Background: an optimization exercise with open tools, aiming at small area, a short achievable clock period and few clock cycles per item. Do not read the settings as production practice. Only simulation tests tie the RTL to the original design; equivalence was not proved. Power and IR drop assume default switching activity.

<file path="design/flow/config.mk">
export PLATFORM = sky130hd
export DESIGN_NAME = JAM
export DESIGN_NICKNAME = JAM
export VERILOG_FILES = /design/flow/design.v
export SDC_FILE = /design/flow/constraint.sdc
export NUM_CORES = 4
export LEC_CHECK = 0
export CAP_MARGIN = 20
export CORE_MARGIN = 2
export CORE_UTILIZATION = 40
export CTS_CLUSTER_DIAMETER = 80
export CTS_CLUSTER_SIZE = 30
export SLEW_MARGIN = 20
</file>
<file path="design/flow/constraint.sdc">
create_clock -name core_clock -period 4.0 [get_ports {CLK}]
set_input_delay 0.8000 -clock core_clock [delete_from_list [all_inputs] [get_ports {CLK}]]
set_output_delay 0.8000 -clock core_clock [all_outputs]
set_load 0.01 [all_outputs]
</file>
<file path="design/flow/design.v">
module JAM (
    input CLK,
    input RST,
    output reg [2:0] W,
    output reg [2:0] J,
    input [6:0] Cost,
    output reg [3:0] MatchCount,
    output reg [9:0] MinCost,
    output reg Valid );
localparam [3:0] S_SCAN = 4'd0,   
                 S_WAIT = 4'd1,   
                 S_A0   = 4'd3,   
                 S_ADJ  = 4'd4,   
                 S_PRU  = 4'd5,   
                 S_DINI = 4'd6,   
                 S_DFS  = 4'd7,   
                 S_DONE = 4'd8;
localparam [1:0] T_NONE = 2'd0, T_SCAN = 2'd1, T_ADJ = 2'd2, T_A0 = 2'd3;
reg [3:0]  cs;
reg [1:0]  dcnt;
reg        fix;           
reg        wz;            
reg        adj_end;
reg        aug;           
reg [7:0]  wv   [0:7];    
reg [7:0]  mv   [0:7];    
reg [2:0]  way  [0:7];    
reg [2:0]  p    [0:7];    
reg [7:0]  mt;            
reg [7:0]  used;          
reg [2:0]  row;           
reg [3:0]  j0;            
reg [6:0]  dl;            
reg [9:0]  base;          
reg [7:0]  best;          
reg [2:0]  j1;            
reg [2:0]  jj;            
reg [1:0]  s1_tag;
reg [9:0]  s1_cb;         
reg [7:0]  s1_w;          
reg [7:0]  s1_corr;       
reg        s1_wb;
reg [2:0]  s1_col;
reg [1:0]  s2_tag;
reg [7:0]  s2_x;          
reg [7:0]  s2_m;
reg [2:0]  s2_col;
integer q;
function [3:0] next_free;
  input [7:0] u;
  input [3:0] from;
  integer n;
  begin
    next_free = 4'd8;
    for (n = 7; n >= 0; n = n - 1)
      if (!u[n] && n >= from) next_free = n;
  end
endfunction
function [2:0] lowest;
  input [7:0] m;
  integer n;
  begin
    lowest = 3'd0;
    for (n = 7; n >= 0; n = n - 1)
      if (m[n]) lowest = n;
  end
endfunction
function [3:0] nf_next;
  input [7:0] m;
  input [2:0] a;
  integer n;
  begin
    nf_next = 4'd8;
    for (n = 7; n >= 0; n = n - 1)
      if (m[n] && n > a) nf_next = n;
  end
endfunction
function [3:0] nf_prev;
  input [7:0] m;
  input [2:0] a;
  integer n;
  begin
    nf_prev = 4'd8;
    for (n = 0; n < 8; n = n + 1)
      if (m[n] && n < a) nf_prev = n;
  end
endfunction
function [9:0] add10c;
  input [9:0] a, b;
  input       cin;
  reg [9:0] p, g, pp, gg, p2, g2;
  integer i, d;
  begin
    p = a ^ b;
    g = a & b;
    g[0] = g[0] | (p[0] & cin);
    pp = p;
    gg = g;
    for (d = 1; d < 10; d = d * 2) begin
      p2 = pp;
      g2 = gg;
      for (i = 0; i < 10; i = i + 1)
        if (i >= d) begin
          g2[i] = gg[i] | (pp[i] & gg[i - d]);
          p2[i] = pp[i] & pp[i - d];
        end
      pp = p2;
      gg = g2;
    end
    add10c = p ^ {gg[8:0], cin};
  end
endfunction
function [9:0] add3c;
  input [9:0] a, b, c;
  input       cin1, cin2;
  begin
    add3c = add10c(a ^ b ^ c, {(a[8:0] & b[8:0]) | (a[8:0] & c[8:0]) | (b[8:0] & c[8:0]), cin1}, cin2);
  end
endfunction
function lt8;
  input [7:0] a, b;
  reg r, e;
  integer i;
  begin
    r = 1'b0;
    e = 1'b1;
    for (i = 7; i >= 0; i = i - 1) begin
      r = r | (e & ~a[i] & b[i]);
      e = e & ~(a[i] ^ b[i]);
    end
    lt8 = r;
  end
endfunction
wire [3:0]  nf_scan  = next_free(fix ? 8'd0 : used, {1'b0, J} + 4'd1);
wire [3:0]  nf_first = next_free(used, 4'd0);
wire [9:0]  corr10 = add10c({3'd0, dl}, {2'b11, ~mv[J]}, 1'b1);
wire [9:0]  base_a0 = add3c({3'd0, dl}, {2'b11, ~wv[J]}, {3'b111, ~Cost}, 1'b1, 1'b1);
wire [9:0]  wnew10 = add10c({2'd0, s1_w}, {2'd0, s1_corr}, 1'b0);
wire [7:0]  wnew = wnew10[7:0];
wire [9:0]  x2   = add3c(s1_cb, {2'd0, s1_w}, {2'd0, s1_corr}, 1'b0, 1'b0);
wire [7:0]  xsat = s2_x[7] ? 8'hff : s2_x;
wire        xlt  = j0[3] | lt8(xsat, s2_m);
wire        xb   = lt8(xsat, best);
wire        mb   = lt8(s2_m, best);
wire        alt  = lt8(s2_x, best);
wire [7:0]  nmv3 = xlt ? xsat : s2_m;
wire        nbst = xlt ? xb : mb;
wire [7:0]  pbit = 8'd1 << p[s2_col];
wire        nlast = (s2_tag == T_SCAN) & nbst;
wire [7:0]  bestf = nlast ? nmv3 : best;
wire [2:0]  j1f   = nlast ? s2_col : j1;
reg  [7:0]  pru  [0:7];
reg  [7:0]  outd, ind;
reg         pchg;
integer a, b;
always @(*) begin
  for (a = 0; a < 8; a = a + 1) begin
    outd[a] = |(mv[a] & ~(8'd1 << a));
    ind[a] = 1'b0;
    for (b = 0; b < 8; b = b + 1)
      if (b != a) ind[a] = ind[a] | mv[b][a];
  end
  pchg = 1'b0;
  for (a = 0; a < 8; a = a + 1)
    for (b = 0; b < 8; b = b + 1) begin
      pru[a][b] = mv[a][b] & ((a == b) | (outd[b] & ind[a]));
      pchg = pchg | (mv[a][b] & ~pru[a][b]);
    end
end
wire [2:0]  dj      = lowest(best);
wire [7:0]  dused_d = used | (8'd1 << dj);
wire [3:0]  lnext   = nf_next(mt, j1);
wire [2:0]  nf_lo   = lowest(mt);
wire [3:0]  lprev   = nf_prev(mt, j1);
wire [2:0]  cprev   = way[lprev[2:0]];
wire [7:0]  dused_b = used & ~(8'd1 << cprev);
wire [7:0]  gtmask  = 8'hfe << cprev;
wire        ddesc   = !lnext[3] && best != 8'd0;
wire [2:0]  ridx    = (cs == S_DINI) ? nf_lo : ddesc ? lnext[2:0] : lprev[2:0];
wire [7:0]  rrow    = mv[ridx];
always @(posedge CLK) begin
  if (s1_tag != T_NONE && s1_wb) wv[s1_col] <= wnew;
end
always @(posedge CLK or posedge RST) begin
  if (RST) begin
    cs <= S_SCAN;
    dcnt <= 2'd0;
    W <= 3'd0;
    J <= 3'd0;
    row <= 3'd0;
    j0 <= 4'd8;
    used <= 8'd0;
    mt <= 8'd0;
    dl <= 7'd0;
    base <= 10'd0;
    best <= 8'hff;
    fix <= 1'b1;
    wz <= 1'b1;
    aug <= 1'b0;
    adj_end <= 1'b0;
    s1_tag <= T_NONE;
    s2_tag <= T_NONE;
    MinCost <= 10'd0;
    MatchCount <= 4'd0;
    Valid <= 1'b0;
  end else begin
    s1_tag <= T_NONE;
    s1_cb <= add10c({3'd0, Cost}, base, 1'b0);
    s1_w <= wz ? 8'd0 : wv[J];
    s1_corr <= (fix & used[J]) ? corr10[7:0] : 8'd0;
    s1_wb <= (fix & used[J]) | wz;
    s1_col <= J;
    s2_tag <= s1_tag;
    s2_x <= (|x2[9:8]) ? 8'hff : x2[7:0];
    s2_m <= mv[s1_col];
    s2_col <= s1_col;
    if (s2_tag == T_SCAN) begin
      mv[s2_col] <= nmv3;
      if (!j0[3] && xlt) way[s2_col] <= j0[2:0];
      if (nbst) begin
        best <= nmv3;
        j1 <= s2_col;
      end
    end
    if (s2_tag == T_ADJ) begin
      if (s2_col == 3'd0 || alt) begin
        best <= s2_x;
        mt <= pbit;
      end else if (s2_x == best)
        mt <= mt | pbit;
      if (s2_col == 3'd7) begin
        mv[row] <= alt ? pbit :
                   (s2_x == best) ? (mt | pbit) : mt;
        row <= row + 3'd1;
      end
    end
    if (aug) begin
      if (way[jj] == jj) begin
        p[jj] <= row;
        row <= row + 3'd1;
        MinCost <= MinCost + {3'd0, dl};
        aug <= 1'b0;
      end else begin
        p[jj] <= p[way[jj]];
        jj <= way[jj];
      end
    end
    case (cs)
      S_SCAN: begin
        s1_tag <= T_SCAN;
        if (nf_scan[3]) begin
          dcnt <= 2'd0;
          cs <= S_WAIT;
        end else
          J <= nf_scan[2:0];
      end
      S_WAIT: begin
        dcnt <= dcnt + 2'd1;
        if (dcnt == 2'd1 && adj_end)
          cs <= S_PRU;
        else if (dcnt == 2'd1) begin
          best <= 8'hff;
          dl <= bestf[6:0];
          fix <= 1'b0;
          wz <= 1'b0;
          if (j0[3]) begin
            for (q = 0; q < 8; q = q + 1)
              way[q] <= q;
          end
          if (mt[j1f]) begin
            used <= (fix ? 8'd0 : used) | (8'd1 << j1f);
            j0 <= {1'b0, j1f};
            W <= p[j1f];
            J <= j1f;
            cs <= S_A0;
          end else begin
            if (fix) used <= 8'd0;
            mt[j1f] <= 1'b1;
            jj <= j1f;
            aug <= 1'b1;
            fix <= 1'b1;
            j0 <= 4'd8;
            base <= 10'd0;
            J <= 3'd0;
            if (row == 3'd7) begin
              W <= 3'd0;
              cs <= S_ADJ;
            end else begin
              W <= row + 3'd1;
              cs <= S_SCAN;
            end
          end
        end
      end
      S_A0: begin
        base <= base_a0;
        J <= nf_first[2:0];
        cs <= S_SCAN;
      end
      S_ADJ: if (!aug) begin
        s1_tag <= T_ADJ;
        J <= J + 3'd1;
        if (J == 3'd7) begin
          W <= W + 3'd1;
          fix <= 1'b0;
          if (W == 3'd7) begin
            adj_end <= 1'b1;
            dcnt <= 2'd0;
            cs <= S_WAIT;
          end
        end
      end
      S_PRU: begin
        for (q = 0; q < 8; q = q + 1)
          mv[q] <= pru[q];
        mt <= outd;
        used <= ~outd;
        if (!pchg) cs <= S_DINI;
      end
      S_DINI: begin
        j1 <= nf_lo;
        best <= rrow & ~used;
        MatchCount <= (mt == 8'd0) ? 4'd1 : 4'd0;
        if (mt == 8'd0) begin
          Valid <= 1'b1;
          cs <= S_DONE;
        end else
          cs <= S_DFS;
      end
      S_DFS: begin
        if (!lnext[3] && best != 8'd0) begin
          way[j1] <= dj;
          used <= dused_d;
          best <= rrow & ~dused_d;
          j1 <= lnext[2:0];
        end else begin
          if (lnext[3] && best != 8'd0) MatchCount <= MatchCount + 4'd1;
          if (lprev[3]) begin
            Valid <= 1'b1;
            cs <= S_DONE;
          end else begin
            used <= dused_b;
            best <= rrow & ~dused_b & gtmask;
            j1 <= lprev[2:0];
          end
        end
      end
      default: ;
    endcase
  end
end
endmodule
</file>
<file path="design/flow/run.sh">
#!/bin/bash
# synth_recipe.tcl (not shown) runs the flow's synth.tcl, then flattens the netlist and writes it again
# the make line also repeats each setting of config.mk as NAME=value (left out here)
make -C /OpenROAD-flow-scripts/flow DESIGN_CONFIG=/design/flow/config.mk WORK_HOME=/design/flow/orfs CLKGATE_MAP_FILE= SYNTH_SCRIPT=/design/flow/synth_recipe.tcl finish
</file>
==> parameters.txt, run 1 <==
Parameter                              Value

Outcome
  Result of the run ... complete, no violations

Die
  Overall die area ... 57,900 sq um
  Placeable core area ... around 55,000 sq um
  Std cell rows ... 86
  IO Pins ... 30
  Starting Density ... 40.6%
  Horizontal die dimension ... 241 um
  Die extent in y ... ~240 um

CTS
  Hold buffer count at CTS ... 0
  Post-CTS setup repair buffer count ... 0
  Longest Clk Path Bufs ... 3
  Number of H-tree levels ... 1
  Clock latency reported for the late side of the worst-skew pair ... 0.61 ns
  Number of instances resized during post-cts repair ... 0
  Clock Root Buffer ... sky130_fd_sc_hd__clkbuf_16
  Clock slew at the register clock pins of the worst setup and hold paths ... 0.08 ns
  Clock tree from TritonCTS ... built
  CTS Sinks ... around 310
  Total CTS buffers ... 25

Power
  Ratio of total power to cell area ... 961 nW/um^2
  Peak supply drop ... 0.365 mV
  Pleak ... 0.0101 uW
  Overall Power ... 24,200 uW

Route
  Number of nets still failing antenna checks after routing ... 0
  Routed length on met2 ... between 40,000 and 50,000 um
  DR DRC count ... 0
  Routed met3 length ... about 8600 um
  Max Used Layer ... met4
  Total routed wire length on the met1 layer ... 35,200 um
  DR vias/cell ... 6.38
  1st-iter DRT viols ... ~2,600
  Average wire per standard cell ... 27.4 um
  First drt pass iteration count ... 8
  Vias ... about 21,000
  Total routed wirelength ... 89,300 um

Yosys
  Seq cells post-synth ... 314
  Prevailing post-synth register cell ... sky130_fd_sc_hd__edfxtp_1
  Cells taking the most area after synthesis ... sky130_fd_sc_hd__edfxtp_1 31%, sky130_fd_sc_hd__dfrtp_1 8.0%, sky130_fd_sc_hd__nand2_1 6.6%, sky130_fd_sc_hd__mux2i_1 5.1%, sky130_fd_sc_hd__o21ai_0 4.3%
  Number of synthesized flops with an enable pin ... 231
  Count of different cell masters after synthesis ... between 80 and 90
  Post-Synthesis Cells ... 2,448
  Warnings from Yosys ... 5
  Post-Syn Area per Cell ... around 9.1 sq um
  Share of Yosys cell area claimed by the top area cell type ... a little over 30%
  Post-synthesis cell type with the largest combined area ... sky130_fd_sc_hd__edfxtp_1
  Share of synthesized registers carrying an async set or reset ... 26.4%
  Synthesized cell area ... 22,400 sq um
  Net Count, Synth ... 2,550
  Seq/Total Area, Yosys ... 40.3%

Placed design
  Placement-stage worst setup slack ... 0.0842 ns
  Routability congestion estimate ... 1.11
  Number of port buffers ... 29
  Final HPWL DP ... 66,900 um

Timing
  Unrepaired setup endpoints after global routing ... yes
  Tightest hold margin ... 0.477 ns
  Sum Neg Setup Slack ... 0 ns
  Shortest clock period the worst path allows after layout ... a little under 4 ns
  Final setup fails ... 0
  Final hold vios ... 0
  Slew HR ... 34.9%
  Maximum frequency from static timing analysis ... 258 MHz
  Final period util ... 96.8%
  Setup Skew ... 0.0396 ns
  Transition time at the pin with the least slew margin ... 0.973 ns
  Least setup slack across all paths after layout ... 0.129 ns
  Final Slew Violations ... 0

Job
  Max-capacitance violation count ... 0

GRT
  Largest net degree at the start of global routing ... 88
  Global Route Usage Sum ... 30.6%
  Vias in the first global route ... 19,901
  Antenna violations before repair ... 1
  Congestion Overflow GR ... 0
  Wire length of the first global-routing pass ... 132,000 um

Setup path
  Arrival time reported for the critical path endpoint ... ~4.4 ns
  Crit end category ... register
  Series of cell instances along the critical path ... nor4_1, nand2_1, nand2_1, a22oi_1, nand4_1, nor3_1, a21oi_1, nor2_1, o2111ai_1, o32ai_1
  Slowest cell on the critical path ... sky130_fd_sc_hd__edfxtp_1
  Worst path most repeated cell ... sky130_fd_sc_hd__nand2_1
  Startpoint type of the worst setup path ... register
  Delay of the slowest cell on the worst path ... 0.77 ns
  Worst path top cell family by delay ... simple AND/OR/NAND/NOR gates
  Number of buffers and inverters on the critical path ... 0
  Worst Setup Path Type ... register to register
  Required @ worst endpoint ... approximately 4.5 ns
  Maximum fanout encountered on the critical timing path ... 8

Layout
  Commonest non-fill, non-tap cell in the layout ... sky130_fd_sc_hd__nand2_1
  Number of fill cells in the layout ... 5,289
  Net count, final ... 2,599
  Fraction of layout cells with a size suffix above 1 ... 13.2%
  Synthesis-to-layout area growth ... 12.7%
  Number of diodes ... 0
  Commonest cells after routing, fill and taps aside ... 392 x sky130_fd_sc_hd__nand2_1, 231 x sky130_fd_sc_hd__edfxtp_1, 194 x sky130_fd_sc_hd__o21ai_0

Min path
  Type of the worst min-delay path ... register to register
==> report_power, final <==
group / internal [uW] / switching [uW]
sequential: 5060 / 1790
combinational: 5780 / 8780
clock: 1280 / 1540
==> cells in the mapped netlist, types with 9 or more instances <==
library cell / n
sky130_fd_sc_hd__a211oi_1: 13
sky130_fd_sc_hd__o21ai_0: 194
sky130_fd_sc_hd__a31oi_1: 26
sky130_fd_sc_hd__clkbuf_1: 144
sky130_fd_sc_hd__a22oi_1: 37
sky130_fd_sc_hd__dfstp_2: 11
sky130_fd_sc_hd__buf_1: 19
sky130_fd_sc_hd__or3_1: 10
sky130_fd_sc_hd__nor4_1: 27
sky130_fd_sc_hd__nand3_1: 67
sky130_fd_sc_hd__mux2_2: 26
sky130_fd_sc_hd__buf_2: 11
sky130_fd_sc_hd__and2_1: 14
sky130_fd_sc_hd__o22ai_1: 76
sky130_fd_sc_hd__o31ai_1: 11
sky130_fd_sc_hd__o21bai_1: 16
sky130_fd_sc_hd__nor2_1: 154
sky130_fd_sc_hd__a221oi_1: 28
sky130_fd_sc_hd__ha_1: 73
sky130_fd_sc_hd__xor2_1: 14
sky130_fd_sc_hd__xnor2_1: 35
sky130_fd_sc_hd__nand4_1: 17
sky130_fd_sc_hd__nand2_1: 392
sky130_fd_sc_hd__o211ai_1: 20
sky130_fd_sc_hd__fa_1: 20
sky130_fd_sc_hd__a21o_1: 19
sky130_fd_sc_hd__o21ai_1: 9
sky130_fd_sc_hd__a21oi_1: 148
sky130_fd_sc_hd__mux2i_1: 115
sky130_fd_sc_hd__inv_1: 93
sky130_fd_sc_hd__edfxtp_1: 231
sky130_fd_sc_hd__a22o_1: 11
sky130_fd_sc_hd__a222oi_1: 13
sky130_fd_sc_hd__nor2b_1: 32
sky130_fd_sc_hd__nor3_1: 57
sky130_fd_sc_hd__dfrtp_1: 72
sky130_fd_sc_hd__mux4_2: 38
sky130_fd_sc_hd__nand2b_1: 25
==> logic make-up (layout without fill, tap and decap cells) <==
family / after synthesis / count (layout) / synth area share (%)
flops: 314 / 314 / 40.3
fa+ha+maj: 98 / 98 / 6.10
simple gates: 826 / 826 / 16.4
mux: 181 / 181 / 10.4
buf+inv: 278 / 345 / 4.93
xor+xnor: 49 / 49 / 1.92
compound gates: 702 / 702 / 19.9
==> final timing paths <==
kind	to	from	slack [ns]	cells past startpoint
setup / recovery	W[0]	mv[0][1]	0.13	10
hold / removal	Valid	Valid	0.48	1
setup reg to reg	W[0]	mv[0][1]	0.13	10
hold reg to reg	Valid	Valid	0.48	1
max in group asynchronous	MinCost[4]	RST	1.92	4
min in group asynchronous	aug	RST	0.88	2
==> stage by stage <==
stage | instance area (sq um) | std cells | utilization (%)
floorplan | 22400 | 2448 | -
global placement | 24300 | 3218 | 44.0
detailed placement | 24300 | 3218 | 44.0
CTS | 25200 | 3263 | 45.6
global route | 25200 | 3263 | 45.7
finish | 25200 | 3263 | 45.7
==> area by class of cell <==
| class | instances | area (sq um) | area share (%) |
|---|---|---|---|
| Inverter | 98 | 374 | 1.48 |
| Multi-Input combinational cell | 1856 | 12300 | 48.8 |
| Clock inverter | 19 | 275 | 1.09 |
| Sequential cell | 314 | 9030 | 35.8 |
| Clock buffer | 26 | 629 | 2.49 |
| Timing Repair Buffer | 202 | 1680 | 6.65 |
| Tap cell | 748 | 936 | 3.71 |
==> layer usage <==
| layer | global-route usage [%] | vias up |
|---|---|---|
| met4 | 15.2 | 0 |
| met3 | 6.51 | 270 |
| li1 | - | 9173 |
| met5 | 0 | - |
| met2 | 48.9 | 1234 |
| met1 | 39.6 | 10130 |
==> state kept, by name, summed over array words and instances (netlist names), 10 cells and up <==
name	flops
MinCost	10
base	10
mv	64
p	24
s1_cb	10
way	24
wv	64
Testbench counts, summed over its fixed seeds: cycles 4,571, tables 18.
==> inputs of run 2 (changes only) <==
--- a/design/flow/config.mk
+++ b/design/flow/config.mk
@@ -8,6 +8,4 @@
 export CAP_MARGIN = 20
 export CORE_MARGIN = 2
 export CORE_UTILIZATION = 40
-export CTS_CLUSTER_DIAMETER = 80
-export CTS_CLUSTER_SIZE = 30
 export SLEW_MARGIN = 20
==> run 2 against run 1 <==
Die area did not move. Final cell count rose by 0.89%. Sequential share of layout area fell by 0.76 points. Total power rose by 5.0%. Largest power group unchanged. Via count rose by 0.46%.
==> parameters.txt, run 2 <==
Parameter                              Value

Timing
  Sum Neg Setup Slack ... 0 ns
  Final period util ... 95.5%
  Slew HR ... 35.9%
  Final hold vios ... 0
  Setup Skew ... 0.0222 ns
  Transition time at the pin with the least slew margin ... approximately 0.96 ns
  Shortest clock period the worst path allows after layout ... roughly 3.8 ns
  Unrepaired setup endpoints after global routing ... no
  Final Slew Violations ... 0
  Final setup fails ... 0
  Maximum frequency from static timing analysis ... 262 MHz

Min path
  Hold path depth ... 1
  Min-Delay Startpoint ... Valid
  Type of the worst min-delay path ... register to register
  Worst Hold Endpoint ... Valid

Yosys
  Share of synthesized registers carrying an async set or reset ... 26.4%
  Count of different cell masters after synthesis ... 88
  Synthesized cell area ... 22,400 sq um
  Commonest cells in the netlist ... 392 x sky130_fd_sc_hd__nand2_1, 231 x sky130_fd_sc_hd__edfxtp_1, 194 x sky130_fd_sc_hd__o21ai_0
  Share of Yosys cell area claimed by the top area cell type ... 31.0%
  Cells taking the most area after synthesis ... sky130_fd_sc_hd__edfxtp_1 31%, sky130_fd_sc_hd__dfrtp_1 8.0%, sky130_fd_sc_hd__nand2_1 6.6%, sky130_fd_sc_hd__mux2i_1 5.1%, sky130_fd_sc_hd__o21ai_0 4.3%
  Post-Synthesis Cells ... 2,448
  Warnings from Yosys ... 5
  Seq cells post-synth ... 314
  Prevailing post-synth register cell ... sky130_fd_sc_hd__edfxtp_1
  Post-Syn Area per Cell ... approximately 9.1 sq um
  Post-synthesis cell type with the largest combined area ... sky130_fd_sc_hd__edfxtp_1
  Seq/Total Area, Yosys ... approximately two fifths
  Number of synthesized flops with an enable pin ... 231
  Net Count, Synth ... 2,550
  Most common cell in the netlist ... sky130_fd_sc_hd__nand2_1

Setup path
  Maximum fanout encountered on the critical timing path ... 6
  Crit end category ... register
  Reg-to-reg slack, setup ... 0.18 ns
  Cell depth of the worst flop-to-flop path ... 16
  Reg-to-reg critical path startpoint ... s2_x[7]
  Required @ worst endpoint ... 4.45 ns
  Worst Setup Path Type ... register to register
  Arrival time reported for the critical path endpoint ... 4.27 ns
  Startpoint type of the worst setup path ... register
  Capture instance of the worst register-to-register path ... W[2]

Layout
  Number of diodes ... 0
  Final Instance Area ... ~26,000 sq um
  Synthesis-to-layout area growth ... 15.1%
  Commonest non-fill, non-tap cell in the layout ... sky130_fd_sc_hd__nand2_1
  Area of combinational cells with multiple inputs ... 12,300 sq um
  Fraction of layout cells with a size suffix above 1 ... between 10% and 20%
  Area used by sequential logic in the layout ... 9030 sq um
  Number of fill cells in the layout ... 5,235
  Commonest cells after routing, fill and taps aside ... 392 x sky130_fd_sc_hd__nand2_1, 231 x sky130_fd_sc_hd__edfxtp_1, 194 x sky130_fd_sc_hd__o21ai_0
  Net count, final ... between 2,000 and 3,000
  Largest regs ... mv x64, wv x64
  Fin cells ... 3,292

Die
  Horizontal die dimension ... 241 um
  IO Pins ... 30
  Std cell rows ... 86
  Placeable core area ... 55,200 sq um
  Die extent in y ... about 240 um
  Starting Density ... between 40 and 50%
  Overall die area ... 57,900 sq um

Placed design
  Number of port buffers ... 29
  Routability congestion estimate ... 1.11
  Placed Area ... 24,300 sq um
  Placed Cells incl. Taps ... 3,218
  Final HPWL DP ... 66,900 um

GRT
  Global Route Usage Sum ... between 30% and 40%
  Vias in the first global route ... 20,151
  Largest net degree at the start of global routing ... 88
  Peak-usage layer in the global routing report ... met2
  GRT met3 Usage ... 7.08%
  Global-route met1 utilization ... 39.9%
  Met2 demand-to-capacity share in global routing ... 48.4%
  Antenna violations before repair ... 1
  Congestion Overflow GR ... 0
  Wire length of the first global-routing pass ... 133,000 um

Power
  Ratio of total power to cell area ... 988 nW/um^2
  Peak supply drop ... 0.472 mV
  Pleak ... 0.0103 uW

Route
  First drt pass iteration count ... 8
  Average wire per standard cell ... 27.3 um
  Vias ... 20,902
  Number of nets still failing antenna checks after routing ... 0
  DR DRC count ... 0
  1st-iter DRT viols ... 2,528
  DR vias/cell ... between 6 and 7
  Total routed wirelength ... 89,900 um

CTS
  Number of H-tree levels ... 2
  Clock latency reported for the late side of the worst-skew pair ... 0.59 ns
  CTS Sinks ... ~310
  Longest Clk Path Bufs ... 3
  Total CTS buffers ... 39
  Clock tree from TritonCTS ... built
  Clock slew at the register clock pins of the worst setup and hold paths ... 0.07 ns
  Clock Root Buffer ... sky130_fd_sc_hd__clkbuf_16

Job
  Max-capacitance violation count ... 0

Outcome
  Result of the run ... complete, no violations
## run 2: worst max-delay path by stage
stage / from / end / slack (ns)
global placement: J[0] / base[8] / 0.07
floorplan: RST / j1[0] / -0.55
detailed placement: J[0] / base[8] / 0.08
CTS: J[0] / base[9] / 0.04
finish: s2_x[7] / W[2] / 0.18
global route: s2_x[7] / W[2] / 0.02
## run 2: layout make-up
cell class                      count  area share (%)
Timing Repair Buffer              204            6.56
Multi-Input combinational cell   1856            47.8
Clock buffer                       52            4.37
Tap cell                          748            3.63
Inverter                           98            1.45
Clock inverter                     20            1.17
Sequential cell                   314            35.0
## run 2: cells by family (layout without fill, tap and decap cells)
kind of cell	count (synthesis)	after routing	share of synthesized area (%)
multiplexers	181	181	10.4
flip-flops	314	314	40.3
AO/OA/AOI/OAI	702	702	19.9
adder cells (fa/ha/maj)	98	98	6.10
buffers and inverters	278	374	4.93
XOR/XNOR	49	49	1.92
AND/OR/NAND/NOR	826	826	16.4
## run 2: critical path: stages (launching register included)
cell	delay (ns)
sky130_fd_sc_hd__edfxtp_1	0.36
sky130_fd_sc_hd__inv_1	0.09
sky130_fd_sc_hd__ha_1	0.33
sky130_fd_sc_hd__nand2_1	0.07
sky130_fd_sc_hd__a2111oi_2	0.33
sky130_fd_sc_hd__a311oi_2	0.09
sky130_fd_sc_hd__nor2b_1	0.17
sky130_fd_sc_hd__buf_4	0.16
sky130_fd_sc_hd__a211oi_4	0.27
sky130_fd_sc_hd__or2_4	0.19
sky130_fd_sc_hd__buf_4	0.16
sky130_fd_sc_hd__mux2_4	0.32
sky130_fd_sc_hd__ha_1	0.21
sky130_fd_sc_hd__a222oi_1	0.36
sky130_fd_sc_hd__mux2i_1	0.13
sky130_fd_sc_hd__o311ai_1	0.32
sky130_fd_sc_hd__a21oi_1	0.11
## run 2: stage by stage
stage / power, uW / setup WS, ns / hold slack (ns) / utilization [%]
after global routing: 26800 / 0.0153 / 0.504 / 46.7
after global placement: 20800 / 0.0730 / 0.451 / 44.0
final: 25500 / 0.179 / 0.471 / 46.7
after detailed placement: 20900 / 0.0842 / 0.458 / 44.0
after CTS: 25000 / 0.0436 / 0.471 / 46.6
after floorplan: 15400 / -0.548 / 0.369 / -
## run 2: report_power, final
group / total [uW] / switching (uW) / internal (uW) / leakage, uW
sequential: 6860 / 1790 / 5070 / 0.00321
combinational: 14600 / 8800 / 5800 / 0.00644
clock: 3990 / 1550 / 2440 / 0.000701
## run 2: repair_timing
action,CTS,global route
setup endpoints to repair,0,11
resized for setup,0,11
hold buffers,0,0
buffers inserted,0,2
## run 2: routing by layer
metal / vias to the layer above / wire length [um] / share of wire [%]
li1: 9220 / - / -
met1: 10245 / 35900 / 40
met2: 1159 / 40300 / 45
met3: 276 / 8060 / 9.0
met4: 2 / 5670 / 6.3
met5: - / 13 / 0.014
==> inputs of run 3 (changes only) <==
--- a/design/flow/config.mk
+++ b/design/flow/config.mk
@@ -8,4 +8,7 @@
 export CAP_MARGIN = 20
 export CORE_MARGIN = 2
 export CORE_UTILIZATION = 40
+export CTS_CLUSTER_DIAMETER = 100
+export CTS_CLUSTER_SIZE = 30
+export GPL_TIMING_DRIVEN = 0
 export SLEW_MARGIN = 20
==> run 3 against run 2 <==
Clock skew rose by 0.0041 ns. Synthesized area did not move. Register-to-register slack got worse by 0.31 ns. Fmax fell by 7.6%. Clock power fell by 31%. Worst setup slack got worse by 0.31 ns. Clock-buffer cell count fell by 28. Now fails the layout checks on negative setup slack. Final area fell by 0.83%. Total power fell by 1.9%.
==> parameters.txt, run 3 <==
Parameter                              Value

Yosys
  Most common cell in the netlist ... sky130_fd_sc_hd__nand2_1
  Post-Synthesis Cells ... about 2,400
  Commonest cells in the netlist ... 392 x sky130_fd_sc_hd__nand2_1, 231 x sky130_fd_sc_hd__edfxtp_1, 194 x sky130_fd_sc_hd__o21ai_0
  Seq/Total Area, Yosys ... 40.3%
  Share of Yosys cell area claimed by the top area cell type ... 31.0%
  Count of different cell masters after synthesis ... 88
  Synthesized cell area ... 22,400 sq um
  Warnings from Yosys ... 5
  Number of synthesized flops with an enable pin ... 231
  Post-synthesis cell type with the largest combined area ... sky130_fd_sc_hd__edfxtp_1
  Cells taking the most area after synthesis ... sky130_fd_sc_hd__edfxtp_1 31%, sky130_fd_sc_hd__dfrtp_1 8.0%, sky130_fd_sc_hd__nand2_1 6.6%, sky130_fd_sc_hd__mux2i_1 5.1%, sky130_fd_sc_hd__o21ai_0 4.3%
  Prevailing post-synth register cell ... sky130_fd_sc_hd__edfxtp_1
  Seq cells post-synth ... roughly 310
  Share of synthesized registers carrying an async set or reset ... a little over a quarter
  Post-Syn Area per Cell ... roughly 9 sq um
  Net Count, Synth ... 2,550

Job
  Max-capacitance violation count ... 0

Timing
  Transition time at the pin with the least slew margin ... 1.11 ns
  Final period util ... 103%
  Sum Neg Setup Slack ... -0.134 ns
  Setup Skew ... 0.0264 ns
  Shortest clock period the worst path allows after layout ... 4.13 ns
  Unrepaired setup endpoints after global routing ... yes
  Slew HR ... 26.1%
  Tightest hold margin ... 0.453 ns
  Final setup fails ... 1
  Final Slew Violations ... 0
  Maximum frequency from static timing analysis ... 242 MHz
  Final hold vios ... 0
  Least setup slack across all paths after layout ... -0.134 ns

Power
  Overall Power ... 25,000 uW
  Share of total power in sequential cells ... 26.0%
  Pleak ... 0.00989 uW
  Power spent charging and discharging nets ... 12,800 uW
  Portion of total power attributed to combinational logic ... 62.9%
  Part of the total power dissipated in the clock network ... between 10% and 20%
  Ratio of total power to cell area ... 977 nW/um^2
  Switching share of power ... 51.4%
  Peak supply drop ... 0.409 mV
  Int Pwr ... 12,100 uW

Route
  1st-iter DRT viols ... 2,858
  Average wire per standard cell ... 28.6 um
  DR vias/cell ... 6.40
  Number of nets still failing antenna checks after routing ... 0
  First drt pass iteration count ... 7
  DR DRC count ... 0
  Total routed wirelength ... 94,800 um
  Vias ... 21,193

CTS
  Clock tree from TritonCTS ... built
  Clock Root Buffer ... sky130_fd_sc_hd__clkbuf_16
  CTS Sinks ... 314
  Total CTS buffers ... 22
  Clock slew at the register clock pins of the worst setup and hold paths ... approximately 0.11 ns
  Clock latency reported for the late side of the worst-skew pair ... 0.59 ns
  Number of H-tree levels ... 1
  Longest Clk Path Bufs ... 3

Layout
  Number of fill cells in the layout ... 5,293
  Commonest non-fill, non-tap cell in the layout ... sky130_fd_sc_hd__nand2_1
  Fraction of layout cells with a size suffix above 1 ... 12.2%
  Commonest cells after routing, fill and taps aside ... 389 x sky130_fd_sc_hd__nand2_1, 231 x sky130_fd_sc_hd__edfxtp_1, 188 x sky130_fd_sc_hd__o21ai_0
  Synthesis-to-layout area growth ... 14.2%
  Largest regs ... mv x64, wv x64
  Net count, final ... roughly 2,600

Setup path
  Required @ worst endpoint ... 4.48 ns
  Cell depth of the worst flop-to-flop path ... 11
  Reg-to-reg slack, setup ... -0.13 ns
  Slowest cell on the critical path ... sky130_fd_sc_hd__clkbuf_1
  Worst Setup Path Type ... register to register
  Number of buffers and inverters on the critical path ... 1
  Maximum fanout encountered on the critical timing path ... 8
  Crit end category ... register
  Arrival time reported for the critical path endpoint ... 4.62 ns
  Critical path destination ... W[0]
  Worst path top cell family by delay ... simple AND/OR/NAND/NOR gates
  Logic depth of the worst path, buffers included ... 11
  CP startpoint ... mv[2][0]
  Startpoint type of the worst setup path ... register
  Delay of the slowest cell on the worst path ... 0.66 ns
  Reg-to-reg critical path startpoint ... mv[2][0]
  Capture instance of the worst register-to-register path ... W[0]
  Series of cell instances along the critical path ... clkbuf_1, nor4_1, nand2_1, nand2_1, a22oi_1, nand4_1, nor3_1, a21oi_1, nor2_2, o2111ai_2, o32ai_2
  Worst path most repeated cell ... sky130_fd_sc_hd__nand2_1

Die
  Overall die area ... 57,900 sq um
  IO Pins ... 30
  Std cell rows ... 86
  Starting Density ... slightly above 40%
  Die extent in y ... 241 um
  Horizontal die dimension ... approximately 240 um
  Placeable core area ... around 55,000 sq um

Outcome
  Result of the run ... failed layout checks
  Layout violations ..... negative setup slack

Placed design
  Final HPWL DP ... between 70,000 and 80,000 um
  Number of port buffers ... 29
  Placement-stage worst setup slack ... -1.62 ns
  Routability congestion estimate ... 1.05

GRT
  Wire length of the first global-routing pass ... 137,000 um
  Vias in the first global route ... slightly above 20,000
  Antenna violations before repair ... 3
  Global Route Usage Sum ... 32.5%
  Congestion Overflow GR ... 0
  Largest net degree at the start of global routing ... 33

Min path
  Type of the worst min-delay path ... register to register
==> run 3: cell counts after synthesis <==
No cell type changed its count.
==> run 3: through the flow <==
step / cell area (sq um) / cells / utilization, %
after detailed placement: 23900 / 3239 / 43.3
after global placement: 23600 / 3225 / 42.8
after floorplan: 22400 / 2448 / -
after global routing: 25600 / 3306 / 46.3
after CTS: 25200 / 3292 / 45.6
final: 25600 / 3309 / 46.3
==> run 3: power groups by stage <==
stage | registers (uW) | logic (uW) | clock network, uW
floorplan | 5670 | 9680 | 0
global placement | 6210 | 14100 | 0
detailed placement | 6210 | 14400 | 0
CTS | 6230 | 15000 | 2800
global route | 6540 | 16900 | 2910
finish | 6490 | 15700 | 2770
==> run 3: worst min path at each step <==
stage                     startpoint        end  slack (ns)  depth (start not counted)
after detailed placement   s1_col[2]  s2_col[2]        0.44                          0
final                      s1_col[2]  s2_col[2]        0.45                          0
after floorplan            s1_tag[1]  s2_tag[1]        0.37                          0
after global routing       s1_col[2]  s2_col[2]        0.46                          0
after CTS                  s1_col[2]  s2_col[2]        0.45                          0
after global placement     s1_col[2]  s2_col[2]        0.44                          0
==> run 3: cell families after synthesis <==
logic type,Yosys count,synth area share [%]
AND/OR/NAND/NOR,826,16.4
AO/OA/AOI/OAI,702,19.9
buffers and inverters,278,4.93
flip-flops,314,40.3
XOR/XNOR,49,1.92
multiplexers,181,10.4
adder cells (fa/ha/maj),98,6.10
==> run 3: routing by layer <==
metal	part of all wire, %	wire length, um	track usage [%]
met5	0	0	0
met4	6.6	6280	18.4
met3	10	9780	6.85
met2	44	41600	50.6
met1	39	37100	42.0
==> run 3: area by class of cell <==
type                    count  area, sq um  area share [%]
diodes                      3         7.51          0.0294
clock inverters            15          259            1.01
clock buffers              24          601            2.35
repair buffers             99          972            3.80
plain buffers             152          701            2.74
well taps                 748          936            3.66
flip-flops and latches    314         9030            35.3
inverters                  98          388            1.52
multi-input cells        1856        12700            49.6
==> run 3: worst register-to-register path: cells and delay by family (launching register included) <==
family                 cells  cell delay (ns)
AO/OA/AOI/OAI              4             1.27
buffers and inverters      1             0.66
flip-flops                 1             0.33
AND/OR/NAND/NOR            6             1.78
==> run 3: what timing repair did <==
| item | 4_1_cts | 5_1_grt |
|---|---|---|
| resized for setup | 75 | 48 |
| buffers inserted | 24 | 31 |
| hold buffers | 0 | 0 |
| setup endpoints to repair | 119 | 88 |
| cloned | 0 | 0 |
| pin swaps | 5 | 20 |
==> inputs of run 4 (changes only) <==
--- a/design/flow/config.mk
+++ b/design/flow/config.mk
@@ -10,5 +10,4 @@
 export CORE_UTILIZATION = 40
 export CTS_CLUSTER_DIAMETER = 100
 export CTS_CLUSTER_SIZE = 30
-export GPL_TIMING_DRIVEN = 0
 export SLEW_MARGIN = 20
==> run 4 against run 3 <==
The run now finishes clean. Clock skew is 0.040 ns higher. Synthesized area stayed put. Total power is 4.8% lower. Die area stayed put. Worst setup slack better by 0.35 ns. Fmax is 9.2% higher. Critical path depth is 6 higher. Synthesized cell count stayed put. Critical path type unchanged. Critical endpoint is now W[2]. Largest power group unchanged. Highest routed layer unchanged.
==> parameters.txt, run 4 <==
Parameter                              Value

Outcome
  Result of the run ... complete, no violations

Yosys
  Count of different cell masters after synthesis ... just under 90
  Commonest cells in the netlist ... 392 x sky130_fd_sc_hd__nand2_1, 231 x sky130_fd_sc_hd__edfxtp_1, 194 x sky130_fd_sc_hd__o21ai_0
  Post-Synthesis Cells ... 2,448
  Seq cells post-synth ... 314
  Share of synthesized registers carrying an async set or reset ... 26.4%
  Number of synthesized flops with an enable pin ... 231
  Synthesized cell area ... ~22,000 sq um
  Share of Yosys cell area claimed by the top area cell type ... a little under a third
  Prevailing post-synth register cell ... sky130_fd_sc_hd__edfxtp_1
  Cells taking the most area after synthesis ... sky130_fd_sc_hd__edfxtp_1 31%, sky130_fd_sc_hd__dfrtp_1 8.0%, sky130_fd_sc_hd__nand2_1 6.6%, sky130_fd_sc_hd__mux2i_1 5.1%, sky130_fd_sc_hd__o21ai_0 4.3%
  Net Count, Synth ... 2,550
  Most common cell in the netlist ... sky130_fd_sc_hd__nand2_1
  Warnings from Yosys ... 5
  Post-synthesis cell type with the largest combined area ... sky130_fd_sc_hd__edfxtp_1
  Post-Syn Area per Cell ... 9.15 sq um
  Seq/Total Area, Yosys ... about two fifths

Setup path
  Slowest cell on the critical path ... sky130_fd_sc_hd__edfxtp_1
  Worst path most repeated cell ... sky130_fd_sc_hd__ha_1
  Startpoint type of the worst setup path ... register
  Logic depth of the worst path, buffers included ... 17
  Arrival time reported for the critical path endpoint ... between 4 and 5 ns
  Number of buffers and inverters on the critical path ... 3
  Worst path top cell family by delay ... compound AO/OA/AOI/OAI gates
  Required @ worst endpoint ... 4.49 ns
  Delay of the slowest cell on the worst path ... 0.38 ns
  Worst Setup Path Type ... register to register
  Maximum fanout encountered on the critical timing path ... 7
  Cell depth of the worst flop-to-flop path ... 17
  Crit end category ... register
  Series of cell instances along the critical path ... inv_1, ha_1, nand2_1, a2111oi_2, a311oi_2, nor2b_1, buf_4, a211oi_4, buf_4, o21ai_0, o21a_1, ha_1, ha_1, a222oi_1, mux2i_1, o311ai_1, a21oi_1

Layout
  Net count, final ... 2,594
  Largest regs ... mv x64, wv x64
  Util after Layout ... 45.3%
  Number of fill cells in the layout ... 5,302
  Commonest cells after routing, fill and taps aside ... 392 x sky130_fd_sc_hd__nand2_1, 231 x sky130_fd_sc_hd__edfxtp_1, 194 x sky130_fd_sc_hd__o21ai_0
  Commonest non-fill, non-tap cell in the layout ... sky130_fd_sc_hd__nand2_1
  Synthesis-to-layout area growth ... 11.7%
  Fraction of layout cells with a size suffix above 1 ... 12.7%

Power
  Peak supply drop ... 0.357 mV
  Ratio of total power to cell area ... 951 nW/um^2
  Pleak ... 0.00996 uW
  Overall Power ... 23,800 uW

Die
  IO Pins ... 30
  Overall die area ... ~58,000 sq um
  Placeable core area ... 55,200 sq um
  Std cell rows ... 86
  Die extent in y ... between 200 and 250 um
  Horizontal die dimension ... between 200 and 250 um
  Starting Density ... 40.6%

Timing
  Slew HR ... 35.0%
  Unrepaired setup endpoints after global routing ... no
  Maximum frequency from static timing analysis ... 264 MHz
  Final hold vios ... 0
  Setup Skew ... 0.0661 ns
  Shortest clock period the worst path allows after layout ... 3.79 ns
  Final Slew Violations ... 0
  Final period util ... approximately 95%
  Transition time at the pin with the least slew margin ... about 0.97 ns
  Final setup fails ... 0

GRT
  Vias in the first global route ... 19,878
  Largest net degree at the start of global routing ... 88
  Wire length of the first global-routing pass ... 132,000 um
  Global Route Usage Sum ... 30.7%
  Antenna violations before repair ... 1
  Congestion Overflow GR ... 0

CTS
  Clock slew at the register clock pins of the worst setup and hold paths ... 0.11 ns
  Longest Clk Path Bufs ... 3
  Clock latency reported for the late side of the worst-skew pair ... just over 0.6 ns
  Number of H-tree levels ... 1
  Hold buffer count at CTS ... 0
  Clock Root Buffer ... sky130_fd_sc_hd__clkbuf_16
  Total CTS buffers ... 20
  CTS Sinks ... 314
  Clock tree from TritonCTS ... built

Job
  Max-capacitance violation count ... 0

Min path
  Type of the worst min-delay path ... register to register
  Hold path depth ... 1

Placed design
  Number of port buffers ... 29
  Final HPWL DP ... about 67,000 um
  Routability congestion estimate ... 1.11

Route
  First drt pass iteration count ... 8
  Vias ... between 20,000 and 25,000
  1st-iter DRT viols ... 2,643
  Total routed wirelength ... 89,100 um
  DR DRC count ... 0
  DR vias/cell ... 6.37
  Average wire per standard cell ... ~27 um
  Number of nets still failing antenna checks after routing ... 0
## run 4: cell counts after synthesis
No cell type changed its count.
## run 4: what timing repair did
| item | 4_1_cts | 5_1_grt |
|---|---|---|
| resized for setup | 0 | 10 |
| setup endpoints to repair | 0 | 10 |
| setup buffers | 0 | 0 |
## run 4: logic make-up (layout without fill, tap and decap cells)
logic type / Yosys count / in the layout / share of synthesized area [%]
AO/OA/AOI/OAI: 702 / 702 / 19.9
AND/OR/NAND/NOR: 826 / 826 / 16.4
other: 0 / 1 / 0
adder cells (fa/ha/maj): 98 / 98 / 6.10
buffers and inverters: 278 / 334 / 4.93
flip-flops: 314 / 314 / 40.3
XOR/XNOR: 49 / 49 / 1.92
multiplexers: 181 / 181 / 10.4
## run 4: where the power goes
| group | total [uW] | internal, uW | switching, uW | leakage, uW |
|---|---|---|---|---|
| clock network | 2350 | 998 | 1350 | 0.000320 |
| registers | 6860 | 5060 | 1800 | 0.00321 |
| logic | 14600 | 5790 | 8780 | 0.00643 |
| total | 23800 | 11800 | 11900 | 0.00996 |
## run 4: per-stage QoR
stage	hold WS (ns)	instances	setup TNS (ns)	area [sq um]	setup slack, ns
floorplan	0.369	2448	-82.33	22400	-0.548
finish	0.483	3253	0	25000	0.213
CTS	0.484	3252	0	25000	0.0641
global placement	0.451	3218	0	24300	0.0730
global route	0.518	3252	0	25000	0.00345
detailed placement	0.458	3218	0	24300	0.0842
## run 4: final timing paths
check | end | slack (ns) | startpoint
worst max-delay path | W[2] | 0.21 | s2_x[7]
worst min-delay path | Valid | 0.48 | Valid
worst max register to register | W[2] | 0.21 | s2_x[7]
worst min register to register | Valid | 0.48 | Valid
max in group asynchronous | MinCost[3] | 1.98 | RST
min in group asynchronous | aug | 0.82 | RST
## run 4: cell type report
class	instances	area [sq um]	share of cell area, %
Timing Repair Buffer	202	1680	6.70
Clock inverter	14	180	0.720
Multi-Input combinational cell	1856	12300	49.2
Sequential cell	314	9030	36.1
Inverter	98	374	1.50
Clock buffer	20	500	2.00
Antenna cell	1	2.50	0.0100
Tap cell	748	936	3.74
## run 4: routing by layer
layer | part of all wire (%) | wire [um] | GRT usage [%]
met5 | 0 | 0 | 0
met4 | 5.8 | 5150 | 15.2
met3 | 9.4 | 8340 | 6.36
met2 | 45 | 40100 | 48.8
met1 | 40 | 35500 | 39.7
==> inputs of run 5 (changes only) <==
--- a/design/flow/config.mk
+++ b/design/flow/config.mk
@@ -10,4 +10,5 @@
 export CORE_UTILIZATION = 40
 export CTS_CLUSTER_DIAMETER = 100
 export CTS_CLUSTER_SIZE = 30
+export PLACE_DENSITY = 0.7
 export SLEW_MARGIN = 20
==> run 5 against run 4 <==
Clock skew down 0.019 ns. Synthesized area did not move. Critical endpoint is now W[0]. Global-route usage fell by 0.92 points. Final cell count decreased by 1.0%. Critical path type unchanged.
==> parameters.txt, run 5 <==
Parameter                              Value

GRT
  Global Route Usage Sum ... slightly below 30%
  Antenna violations before repair ... 2
  Largest net degree at the start of global routing ... 75
  Vias in the first global route ... 20,047
  Congestion Overflow GR ... 0
  Wire length of the first global-routing pass ... 129,000 um

Layout
  Util after Layout ... 44.8%
  Net count, final ... 2,561
  Largest regs ... mv x64, wv x64
  Commonest non-fill, non-tap cell in the layout ... sky130_fd_sc_hd__nand2_1
  Synthesis-to-layout area growth ... 10.5%
  Fraction of layout cells with a size suffix above 1 ... 11.5%
  Commonest cells after routing, fill and taps aside ... 391 x sky130_fd_sc_hd__nand2_1, 231 x sky130_fd_sc_hd__edfxtp_1, 194 x sky130_fd_sc_hd__o21ai_0
  Number of diodes ... 0
  Fin cells ... 3,219

Power
  Part of the total power dissipated in the clock network ... between 10% and 20%
  Pleak ... 0.00980 uW
  Int Pwr ... 11,600 uW
  Power spent charging and discharging nets ... 11,900 uW
  Share of total power in sequential cells ... ~29%
  Ratio of total power to cell area ... 950 nW/um^2
  Switching share of power ... 50.7%
  Peak supply drop ... 0.403 mV
  Portion of total power attributed to combinational logic ... between 60% and 70%

Yosys
  Prevailing post-synth register cell ... sky130_fd_sc_hd__edfxtp_1
  Net Count, Synth ... between 2,000 and 3,000
  Post-Syn Area per Cell ... 9.15 sq um
  Post-synthesis cell type with the largest combined area ... sky130_fd_sc_hd__edfxtp_1
  Most common cell in the netlist ... sky130_fd_sc_hd__nand2_1
  Seq/Total Area, Yosys ... 40.3%
  Share of Yosys cell area claimed by the top area cell type ... 31.0%
  Cells taking the most area after synthesis ... sky130_fd_sc_hd__edfxtp_1 31%, sky130_fd_sc_hd__dfrtp_1 8.0%, sky130_fd_sc_hd__nand2_1 6.6%, sky130_fd_sc_hd__mux2i_1 5.1%, sky130_fd_sc_hd__o21ai_0 4.3%
  Count of different cell masters after synthesis ... 88
  Post-Synthesis Cells ... 2,448
  Share of synthesized registers carrying an async set or reset ... 26.4%
  Number of synthesized flops with an enable pin ... 231
  Synthesized cell area ... 22,400 sq um
  Warnings from Yosys ... 5
  Seq cells post-synth ... 314
  Commonest cells in the netlist ... 392 x sky130_fd_sc_hd__nand2_1, 231 x sky130_fd_sc_hd__edfxtp_1, 194 x sky130_fd_sc_hd__o21ai_0

CTS
  Clock slew at the register clock pins of the worst setup and hold paths ... 0.12 ns
  Total CTS buffers ... 19
  Clock Root Buffer ... sky130_fd_sc_hd__clkbuf_16
  Longest Clk Path Bufs ... 3
  Number of H-tree levels ... 1
  CTS Sinks ... around 310
  Clock latency reported for the late side of the worst-skew pair ... 0.59 ns
  Clock tree from TritonCTS ... built
  Hold buffer count at CTS ... 0

Setup path
  Slowest cell on the critical path ... sky130_fd_sc_hd__edfxtp_1
  Arrival time reported for the critical path endpoint ... 4.39 ns
  Reg-to-reg slack, setup ... 0.08 ns
  Worst path top cell family by delay ... simple AND/OR/NAND/NOR gates
  Reg-to-reg critical path startpoint ... mv[0][3]
  Crit end category ... register
  Maximum fanout encountered on the critical timing path ... 8
  Startpoint type of the worst setup path ... register
  Series of cell instances along the critical path ... nor3_1, nand2_1, nand2_1, a22oi_1, nand4_1, nor4_1, a21oi_1, nor2_1, o2111ai_1, o32ai_1
  Delay of the slowest cell on the worst path ... 0.71 ns
  Capture instance of the worst register-to-register path ... W[0]
  Number of buffers and inverters on the critical path ... 0
  Worst Setup Path Type ... register to register
  Cell depth of the worst flop-to-flop path ... 10
  Required @ worst endpoint ... around 4.5 ns
  Worst path most repeated cell ... sky130_fd_sc_hd__nand2_1

Min path
  Type of the worst min-delay path ... register to register
  Worst Hold Endpoint ... MinCost[9]
  Min-Delay Startpoint ... MinCost[9]
  Hold path depth ... 1

Route
  Vias ... 20,967
  1st-iter DRT viols ... between 3,000 and 4,000
  Total routed wirelength ... 86,900 um
  DR vias/cell ... 6.51
  Number of nets still failing antenna checks after routing ... 0
  First drt pass iteration count ... 6
  DR DRC count ... 0
  Average wire per standard cell ... approximately 27 um

Placed design
  Final HPWL DP ... 64,500 um
  Routability congestion estimate ... 1.05
  Placed Cells incl. Taps ... 3,185
  Number of port buffers ... 29

Die
  Overall die area ... 57,900 sq um
  Placeable core area ... 55,200 sq um
  Std cell rows ... 86
  Starting Density ... 40.6%
  IO Pins ... 30
  Horizontal die dimension ... 241 um
  Die extent in y ... 241 um

Timing
  Transition time at the pin with the least slew margin ... 0.944 ns
  Final setup fails ... 0
  Final Slew Violations ... 0
  Setup Skew ... 0.0467 ns
  Maximum frequency from static timing analysis ... 255 MHz
  Final hold vios ... 0
  Shortest clock period the worst path allows after layout ... 3.92 ns
  Slew HR ... 36.5%
  Final period util ... roughly 98%

Outcome
  Result of the run ... complete, no violations

Job
  Max-capacitance violation count ... 0
==> run 5: cell counts after synthesis <==
No cell type changed its count.
==> run 5: what timing repair did <==
action / CTS / global route
setup endpoints to repair: 0 / 15
setup buffers: 0 / 1
resized for setup: 0 / 12
==> run 5: cells by family (layout without fill, tap and decap cells) <==
kind of cell,after synthesis,after routing,share of synthesized area [%]
muxes,181,181,10.4
xor gates and xnor gates,49,49,1.92
AOI/OAI and AO/OA,702,702,19.9
buffers and inverters,278,301,4.93
DFF,314,314,40.3
and+or+nand+nor,826,826,16.4
adders and majority gates,98,98,6.10
==> run 5: power by group through the flow <==
stage	combinational [uW]	sequential (uW)	clock [uW]
2_1_floorplan	9680	5670	0
3_3_place_gp	13400	6800	0
3_5_place_dp	13700	6830	0
4_1_cts	13800	6770	2400
5_1_grt	15300	6930	2500
6_report	14200	6900	2370
==> run 5: worst max-delay path by stage <==
| stage | startpoint | endpoint | slack (ns) | depth (start not counted) |
|---|---|---|---|---|
| 6_report | mv[0][3] | W[0] | 0.08 | 10 |
| 5_1_grt | s2_x[7] | mt[0] | -0.01 | 18 |
| 4_1_cts | s2_x[7] | W[2] | 0.07 | 14 |
| 3_5_place_dp | s2_x[7] | W[2] | 0.09 | 14 |
| 3_3_place_gp | mv[1][4] | W[0] | 0.15 | 10 |
| 2_1_floorplan | RST | j1[0] | -0.55 | 1 |
==> run 5: area by class of cell <==
class	count	area (sq um)
clock buffers	20	479
clock inverters	13	216
fillers	5244	30500
inverters	98	374
multi-input cells	1856	12300
flip-flops and latches	314	9030
well taps	748	936
repair buffers	170	1400
==> run 5: stage by stage <==
stage               setup TNS (ns)  instance area (sq um)  power, uW  hold slack (ns)  worst slack (ns)
floorplan                   -82.33                  22400      15400            0.369            -0.548
global placement                 0                  24000      20200            0.454             0.155
detailed placement               0                  24000      20600            0.466            0.0896
CTS                              0                  24700      23000            0.491            0.0663
global route               -0.0249                  24800      24700            0.520           -0.0133
finish                           0                  24800      23500            0.484            0.0846
==> run 5: layer usage <==
layer	vias up	GRT usage (%)	routed length [um]
met3	324	6.54	9490
met2	1405	46.6	38800
met4	2	15.8	5500
met1	10157	38.5	33100
met5	-	0	5
li1	9079	-	-
==> inputs of run 6 (changes only) <==
--- a/design/flow/design.v
+++ b/design/flow/design.v
@@ -45,6 +45,10 @@
 reg [7:0]  s2_x;          
 reg [7:0]  s2_m;
 reg [2:0]  s2_col;
+reg [2:0]  s2_p;          
+reg        s2_mt;         
+reg [2:0]  j1_p;          
+reg        j1_mt;         
 integer q;
 function [3:0] next_free;
   input [7:0] u;
@@ -149,6 +153,12 @@
 wire        nlast = (s2_tag == T_SCAN) & nbst;
 wire [7:0]  bestf = nlast ? nmv3 : best;
 wire [2:0]  j1f   = nlast ? s2_col : j1;
+wire [2:0]  j1pf  = nlast ? s2_p : j1_p;
+wire        j1mtf = nlast ? s2_mt : j1_mt;
+wire [2:0]  augv  = (way[jj] == jj) ? row : p[way[jj]];
+wire [2:0]  p_s1  = (aug && jj == s1_col) ? augv : p[s1_col];
+wire [2:0]  p_s2  = (aug && jj == s2_col) ? augv : s2_p;
+wire [2:0]  p_j1  = (aug && jj == j1) ? augv : j1_p;
 reg  [7:0]  pru  [0:7];
 reg  [7:0]  outd, ind;
 reg         pchg;
@@ -214,12 +224,17 @@
     s2_x <= (|x2[9:8]) ? 8'hff : x2[7:0];
     s2_m <= mv[s1_col];
     s2_col <= s1_col;
+    s2_p <= p_s1;
+    s2_mt <= mt[s1_col];
+    j1_p <= p_j1;
     if (s2_tag == T_SCAN) begin
       mv[s2_col] <= nmv3;
       if (!j0[3] && xlt) way[s2_col] <= j0[2:0];
       if (nbst) begin
         best <= nmv3;
         j1 <= s2_col;
+        j1_p <= p_s2;
+        j1_mt <= s2_mt;
       end
     end
     if (s2_tag == T_ADJ) begin
@@ -236,12 +251,12 @@
     end
     if (aug) begin
       if (way[jj] == jj) begin
-        p[jj] <= row;
+        p[jj] <= augv;
         row <= row + 3'd1;
         MinCost <= MinCost + {3'd0, dl};
         aug <= 1'b0;
       end else begin
-        p[jj] <= p[way[jj]];
+        p[jj] <= augv;
         jj <= way[jj];
       end
     end
@@ -267,10 +282,10 @@
             for (q = 0; q < 8; q = q + 1)
               way[q] <= q;
           end
-          if (mt[j1f]) begin
+          if (j1mtf) begin
             used <= (fix ? 8'd0 : used) | (8'd1 << j1f);
             j0 <= {1'b0, j1f};
-            W <= p[j1f];
+            W <= j1pf;
             J <= j1f;
             cs <= S_A0;
           end else begin
--- a/design/flow/config.mk
+++ b/design/flow/config.mk
@@ -8,7 +8,4 @@
 export CAP_MARGIN = 20
 export CORE_MARGIN = 2
 export CORE_UTILIZATION = 40
-export CTS_CLUSTER_DIAMETER = 100
-export CTS_CLUSTER_SIZE = 30
-export PLACE_DENSITY = 0.7
 export SLEW_MARGIN = 20
==> run 6 against run 5 <==
Global-route usage decreased by 0.23 points. Synthesized area increased by 3.3%. Largest cell class unchanged. Largest power group unchanged. Flip-flop and latch count increased by 8. Clock power increased by 57%.
==> parameters.txt, run 6 <==
Parameter                              Value

Timing
  Final setup fails ... 0
  Setup Skew ... 0.0221 ns
  Slew HR ... 19.6%
  Shortest clock period the worst path allows after layout ... 3.78 ns
  Final Slew Violations ... 0
  Transition time at the pin with the least slew margin ... approximately 1.2 ns
  Maximum frequency from static timing analysis ... around 260 MHz
  Unrepaired setup endpoints after global routing ... no
  Final period util ... 94.6%
  Final hold vios ... 0
  Least setup slack across all paths after layout ... 0.218 ns
  Sum Neg Setup Slack ... 0 ns

CTS
  Clock slew at the register clock pins of the worst setup and hold paths ... 0.06 ns
  Clock latency reported for the late side of the worst-skew pair ... 0.58 ns
  Total CTS buffers ... 40
  Number of H-tree levels ... 2
  Longest Clk Path Bufs ... 3
  Clock Root Buffer ... sky130_fd_sc_hd__clkbuf_16
  CTS Sinks ... between 300 and 400
  Hold buffer count at CTS ... 0
  Clock tree from TritonCTS ... built

Power
  Peak supply drop ... around 0.40 mV
  Ratio of total power to cell area ... slightly above 900 nW/um^2
  Pleak ... 0.0100 uW
  Overall Power ... ~24,000 uW
  Switching share of power ... 46.7%
  Portion of total power attributed to combinational logic ... 57.4%
  Power spent charging and discharging nets ... 11,200 uW
  Share of total power in sequential cells ... 27.2%
  Part of the total power dissipated in the clock network ... between 10% and 20%
  Int Pwr ... between 10,000 and 15,000 uW

Layout
  Fraction of layout cells with a size suffix above 1 ... 15.1%
  Largest regs ... mv x64, wv x64
  Util after Layout ... 45.5%
  Fin cells ... 3,256
  Commonest non-fill, non-tap cell in the layout ... sky130_fd_sc_hd__edfxtp_1
  Number of diodes ... 0
  Commonest cells after routing, fill and taps aside ... 239 x sky130_fd_sc_hd__edfxtp_1, 212 x sky130_fd_sc_hd__nor2_1, 209 x sky130_fd_sc_hd__o21ai_0
  Net count, final ... 2,562
  Synthesis-to-layout area growth ... 13.0%

Die
  Horizontal die dimension ... around 240 um
  IO Pins ... 30
  Std cell rows ... 88
  Starting Density ... 40.3%
  Die extent in y ... approximately 240 um
  Overall die area ... around 60,000 sq um
  Placeable core area ... approximately 57,000 sq um

Outcome
  Result of the run ... complete, no violations

Yosys
  Post-Syn Area per Cell ... between 9 and 10 sq um
  Post-synthesis cell type with the largest combined area ... sky130_fd_sc_hd__edfxtp_1
  Share of Yosys cell area claimed by the top area cell type ... between 30% and 40%
  Most common cell in the netlist ... sky130_fd_sc_hd__edfxtp_1
  Warnings from Yosys ... 5
  Seq cells post-synth ... 322
  Synthesized cell area ... between 20,000 and 25,000 sq um
  Count of different cell masters after synthesis ... 110
  Cells taking the most area after synthesis ... sky130_fd_sc_hd__edfxtp_1 31%, sky130_fd_sc_hd__dfrtp_1 7.8%, sky130_fd_sc_hd__mux2i_1 4.9%, sky130_fd_sc_hd__o21ai_0 4.5%, sky130_fd_sc_hd__mux2_2 4.1%
  Post-Synthesis Cells ... 2,388
  Prevailing post-synth register cell ... sky130_fd_sc_hd__edfxtp_1
  Net Count, Synth ... 2,491
  Seq/Total Area, Yosys ... 40.1%
  Commonest cells in the netlist ... 239 x sky130_fd_sc_hd__edfxtp_1, 213 x sky130_fd_sc_hd__nor2_1, 210 x sky130_fd_sc_hd__o21ai_0
  Number of synthesized flops with an enable pin ... 239
  Share of synthesized registers carrying an async set or reset ... 25.8%

GRT
  Antenna violations before repair ... 3
  Wire length of the first global-routing pass ... 133,000 um
  Vias in the first global route ... 20,063
  Largest net degree at the start of global routing ... 102
  Congestion Overflow GR ... 0
  Global Route Usage Sum ... 29.5%

Setup path
  Required @ worst endpoint ... roughly 4.4 ns
  Maximum fanout encountered on the critical timing path ... 10
  Arrival time reported for the critical path endpoint ... 4.19 ns
  Crit end category ... register
  Startpoint type of the worst setup path ... register
  Worst Setup Path Type ... register to register

Placed design
  Routability congestion estimate ... a little over 1
  Placed Cells incl. Taps ... 3,179
  Final HPWL DP ... around 65,000 um
  Number of port buffers ... 29
  Placement-stage worst setup slack ... about 0.19 ns

Route
  DR DRC count ... 0
  First drt pass iteration count ... 12
  1st-iter DRT viols ... around 2,900
  Number of nets still failing antenna checks after routing ... 0
  DR vias/cell ... 6.42
  Vias ... 20,901
  Total routed wirelength ... just under 90,000 um
  Average wire per standard cell ... 27.4 um

Min path
  Type of the worst min-delay path ... register to register

Job
  Max-capacitance violation count ... 0
==> run 6: changes by cell type after synthesis, sizes merged, moves of 9 or more <==
cell	delta
a21oi	+9
a22oi	-16
buf	+12
clkbuf	-59
mux2	+62
nand2	-208
nand3	+37
nand4	+17
nor2	+59
nor3	-19
o21ai	+39
o22ai	-37
or4	+10
==> run 6: kinds of logic (layout without fill, tap and decap cells) <==
| kind of cell | after synthesis | count (layout) | share of synthesized area [%] |
|---|---|---|---|
| adder cells (fa/ha/maj) | 101 | 101 | 6.04 |
| multiplexers | 237 | 237 | 12.6 |
| flip-flops | 322 | 322 | 40.1 |
| AND/OR/NAND/NOR | 748 | 748 | 15.7 |
| buffers and inverters | 236 | 339 | 4.39 |
| XOR/XNOR | 53 | 53 | 2.01 |
| AO/OA/AOI/OAI | 691 | 691 | 19.2 |
==> run 6: worst max-delay path, cell delays in order, from the launching register on <==
cell	delay, ns
sky130_fd_sc_hd__edfxtp_1	0.57
sky130_fd_sc_hd__and2_1	0.24
sky130_fd_sc_hd__o21ai_1	0.15
sky130_fd_sc_hd__a21oi_1	0.09
sky130_fd_sc_hd__o221a_2	0.32
sky130_fd_sc_hd__nor4_2	0.41
sky130_fd_sc_hd__buf_4	0.29
sky130_fd_sc_hd__mux2i_1	0.97
sky130_fd_sc_hd__mux2_2	0.31
sky130_fd_sc_hd__a21oi_1	0.06
sky130_fd_sc_hd__o21ai_0	0.21
==> run 6: power by group through the flow <==
| stage | clock network, uW | logic [uW] | registers [uW] |
|---|---|---|---|
| 3_5_place_dp | 0 | 13400 | 6520 |
| 6_report | 3710 | 13800 | 6530 |
| 4_1_cts | 3750 | 13500 | 6460 |
| 2_1_floorplan | 0 | 9480 | 5660 |
| 5_1_grt | 3890 | 14900 | 6580 |
| 3_3_place_gp | 0 | 13200 | 6500 |
==> run 6: what timing repair did <==
item	4_1_cts	5_1_grt
endpoints found under the hold margin	0	0
buffers inserted	0	3
endpoints found under the setup margin	0	4
gates resized for setup	0	3
==> run 6: path summary, 6_finish.rpt <==
path	startpoint	end	slack, ns	cells after the start
worst max-delay path	s2_x[5]	mv[4][5]	0.22	10
worst min-delay path	s1_tag[1]	s2_tag[1]	0.44	0
worst max register to register	s2_x[5]	mv[4][5]	0.22	10
worst min register to register	s1_tag[1]	s2_tag[1]	0.44	0
max in group asynchronous	RST	MatchCount[1]	2.32	3
min in group asynchronous	RST	row[0]	1.09	3
==> run 6: layout make-up <==
type,instances,area (sq um)
Clock buffer,54,1080
Multi-Input combinational cell,1830,12900
Inverter,103,390
Tap cell,765,957
Clock inverter,20,213
Timing Repair Buffer,162,1360
Sequential cell,322,9270
Fill cell,5512,31300
==> run 6: metal layers <==
metal / vias to the layer above / track usage (%) / share of wire (%) / wire (um)
met2: 1218 / 44.2 / 43 / 38600
met4: 6 / 14.6 / 5.3 / 4690
li1: 9167 / - / - / -
met1: 10223 / 41.1 / 42 / 37800
met3: 287 / 5.27 / 9.2 / 8180
met5: - / 0 / 0.053 / 47
==> run 6: per-stage QoR <==
step / hold WS, ns / instance area (sq um)
after floorplan: 0.349 / 23100
after global placement: 0.441 / 24800
after detailed placement: 0.431 / 24800
final: 0.438 / 26200
after CTS: 0.445 / 26100
after global routing: 0.444 / 26200
Testbench counts of run 6, summed over its fixed seeds: cycles 4,571, tables 18.

[port drivers added, routing unchanged]
No port has a modelled driver above. Below, the same layouts with a new extraction and two added sets of constraints. Step 1 (the two cells are an assumption about what drives the block):
set clk [get_ports {CLK}]
set_driving_cell -lib_cell sky130_fd_sc_hd__clkbuf_16 $clk
set_driving_cell -lib_cell sky130_fd_sc_hd__buf_2 [delete_from_list [all_inputs] $clk]
Step 2 also shifts input and output timing later by t, the mid clock arrival at the registers, as if the neighbouring blocks saw the same clock. Three values: ideal ports, drivers, drivers and shift; two values: the first two.
| run | t, ns | slack for setup (ns) | clock arrival spread, ns | cell pins on the clock port's net |
|---|---|---|---|---|
| run 1 | 0.646 | 0.129 / 0.129 / 0.129 | 0.040 / 0.040 | 1 |
| run 2 | 0.641 | 0.179 / 0.179 / 0.179 | 0.025 / 0.025 | 1 |
| run 3 | 0.637 | -0.134 / -0.134 / -0.134 | 0.027 / 0.026 | 1 |
| run 4 | 0.636 | 0.213 / 0.213 / 0.213 | 0.067 / 0.068 | 1 |
| run 5 | 0.627 | 0.085 / 0.085 / 0.085 | 0.047 / 0.047 | 1 |
| run 6 | 0.633 | 0.218 / 0.218 / 0.218 | 0.024 / 0.025 | 1 |
